This design comes from an exercise in tuning for small area on the open sky130 flow, not from production work. Only simulation tests tie the RTL to the original design; equivalence was not proved. The flow treats the clock pin as an ideal source. Dropping or thinning the clock tree relies on that and would not hold on a real chip. Power is estimated from default activity; no workload was simulated.

== run M ==
// LCDTestor
module LCDTestor
(
	clk,rst_n,key_in,
	vga_r,vga_g,vga_b,
	vga_hsy,vga_vsy,vga_clk,vga_de,
	led,led1
);
input clk;
input rst_n, key_in;
output [7:0] vga_r;
output [7:0] vga_g;
output [7:0] vga_b;
output vga_hsy, vga_vsy;
output vga_clk, vga_de;
output reg led;
output reg led1;
reg run;
reg [23:0] cq;		 
localparam [23:0] CPOL = 24'haaaaaa;
wire [23:0] cyc = run ? (cq ^ CPOL) : 24'd1;
wire cyc_z = ~|cyc[22:0];
always @(posedge clk)
	cq <= {cyc[22:0], cyc[23]^cyc[22]^cyc[21]^cyc[16]^cyc_z} ^ CPOL;
always @(posedge clk or negedge rst_n)
	if (!rst_n) led1 <= 1'b0;
	else if (cyc_z & ~cyc[23]) led1 <= ~led1;
localparam [31:0] T0  = 32'hc6f68ac0;
localparam [31:0] POL = 32'haaaaaaaa;
reg key_now, key_pre;
wire key_neg = ~key_now & key_pre;
reg [31:0] tq;
wire [31:0] tb = run ? (tq ^ POL) : T0;
wire t_z = ~|tb[30:0];
wire t_fb = tb[31]^tb[21]^tb[1]^tb[0]^t_z;
reg ko, ko_d;
reg [3:0] sw;		 
always @(posedge clk)
	tq <= key_neg ? (T0 ^ POL) : ({tb[30:0], t_fb} ^ POL);
always @(posedge clk or negedge rst_n)
	if (!rst_n) begin
		run <= 1'b0;
		key_now <= 1'b1;
		key_pre <= 1'b1;
  ...
export LEC_CHECK = 0
export CAP_MARGIN = 20
export CORE_MARGIN = 2
export CORE_UTILIZATION = 40
export SLEW_MARGIN = 20
create_clock -name core_clock -period 8.0 [get_ports {clk}]
standard.sh (not shown) runs the stock make flow with config.mk's settings and CLKGATE_MAP_FILE= SYNTH_SCRIPT=/design/flow/synth_recipe.tcl, a recipe that flattens the netlist after the stock synthesis.
==> flow/flow/run.sh <==
#!/bin/bash
# The standard layout (standard.sh), with these changes:
#  - synthesis is synth_recipe.tcl unchanged, except that yosys's abc runs
#    flow/abc_deep.script (area-oriented) instead of ORFS's speed script;
#  - port buffers are buf_1 instead of the buffer buffer_ports picks;
#  - CTS inserts no dummy loads.
# make's output goes to standard.log; ORFS writes each step's log under orfs/logs.
set -euo pipefail
export FLOW_FLOW_DIR=$PWD/flow
cat flow/abc_override.tcl synth_recipe.tcl > my_synth.tcl
export BUFFER_PORTS_ARGS="-buffer_cell sky130_fd_sc_hd__buf_1"
export CTS_ARGS="-sink_clustering_enable -repair_clock_nets -dont_use_dummy_load"
bash standard.sh SYNTH_SCRIPT=$PWD/my_synth.tcl finish > standard.log 2>&1
==> flow/flow/abc_deep.script <==
strash
&get -n
&deepsyn -T 20
&put
dch -f
map -a
topo
==> flow/flow/abc_override.tcl <==
# Prepended to synth_recipe.tcl: run yosys's abc with flow/abc_deep.script
# (an area-oriented ABC script) in place of the script ORFS picks.
proc abc {args} {
  set i [lsearch -exact $args -script]
  if {$i >= 0} {
    set args [lreplace $args $i [expr {$i + 1}] -script $::env(FLOW_FLOW_DIR)/abc_deep.script]
  }
  yosys abc {*}$args
}
Run M: flow completed, timing, DRC and antenna clean
--- input diff run M..run E ---
==> flow/flow/abc_deep.script <==
strash
&get -n
&deepsyn -J 200 -S 1
&put
dch -f
map -a
topo
### Flow results
On clock latency on the worst-skew pair: run E sits below run M. The final hold slack in run E was higher than what run M gave. Looking at routed wire length, run E sits 4.7% higher than run M does. [run E] leakage power fell 0.30% relative to run M.

---

red:
Another version of the RTL of LCDTestor (not shown whole).
Size: about 90 flip-flops, about 3500 sq um of cells after synthesis.
export LEC_CHECK = 0
export CAP_MARGIN = 20
export CORE_MARGIN = 2
export CORE_UTILIZATION = 65
export PLACE_DENSITY = 0.8
export SLEW_MARGIN = 20
create_clock -name core_clock -period 8.0 [get_ports {clk}]
==> flow/flow/run.sh <==
#!/bin/bash
# The standard layout (standard.sh), with these changes:
#  - synthesis is synth_recipe.tcl unchanged, except that yosys's abc runs
#    flow/abc_deep.script (area-oriented) instead of ORFS's speed script;
#  - port buffers are buf_1 instead of the buffer buffer_ports picks;
#  - CTS inserts no dummy loads.
# make's output goes to standard.log; ORFS writes each step's log under orfs/logs.
set -euo pipefail
export FLOW_FLOW_DIR=$PWD/flow
cat flow/abc_override.tcl synth_recipe.tcl > my_synth.tcl
export BUFFER_PORTS_ARGS="-buffer_cell sky130_fd_sc_hd__buf_1"
export CTS_ARGS="-sink_clustering_enable -repair_clock_nets -dont_use_dummy_load"
export POST_CTS_TCL=$PWD/flow/post_cts.tcl
export CLK_LEAVES=3
export CLK_LEAF_BUF=sky130_fd_sc_hd__clkbuf_16
bash standard.sh SYNTH_SCRIPT=$PWD/my_synth.tcl finish > standard.log 2>&1
==> flow/flow/abc_deep.script <==
strash
&get -n
&deepsyn -J 200 -S 1
&put
dch -f
map -a
topo
Scripts as last shown in full above: flow/flow/abc_override.tcl
Other scripts of this flow, unchanged in this note and not shown: flow/flow/collapse.tcl, flow/flow/post_cts.tcl
### red -> blue
==> flow/flow/abc_deep.script <==
strash
&get -n
&deepsyn -J 200 -S 1
&dch -f
&nf -R 1000
&put
topo
==> summary.txt <==
Looking at top achievable clock speed across both flows, blue is the stronger of the two, with red trailing. Number of nets in the synthesized netlist on blue is down relative to red. Tightest hold margin: blue vs red, no meaningful difference. Looking at final wirelength, blue sits below red. Post-synthesis area per instance ends up lower on red. blue ends up with a utilization that is 0.21 points lower than in red. Re post-layout minimum cycle time: red was higher than blue.
No run of this note takes its clock network from TritonCTS; it comes from the design's own scripts or RTL.

[port drivers added, routing unchanged]
The results above use ideal ports. As a check the final layouts listed here were re-extracted and re-timed, cells and wires unchanged.
Step 1 (the two cells are an assumption about what drives the block):
set clk [get_ports {clk}]
set_driving_cell -lib_cell sky130_fd_sc_hd__clkbuf_16 $clk
set_driving_cell -lib_cell sky130_fd_sc_hd__buf_2 [delete_from_list [all_inputs] $clk]
Step 2 also shifts input and output timing later by t, the mid clock arrival at the registers, as if the neighbouring blocks saw the same clock.
Three values: ideal, step 1, step 2; two values: the first two.
run | t, ns | slack for setup (ns) | worst setup path after step 2 | slew at the worst register clock pin (ns) | cell pins on the clock port's net
run M | 0.363 | 3.840 / 3.813 / 4.176 | register to output | 0.10 / 0.10 | 1
run E | 0.361 | 3.854 / 3.824 / 4.185 | register to output | 0.11 / 0.11 | 1
red | 0.227 | 3.595 / 3.532 / 3.759 | register to output | 0.11 / 0.11 | 3
blue | 0.223 | 3.898 / 3.840 / 4.062 | register to output | 0.11 / 0.11 | 3
After both steps every run listed still meets setup and hold.
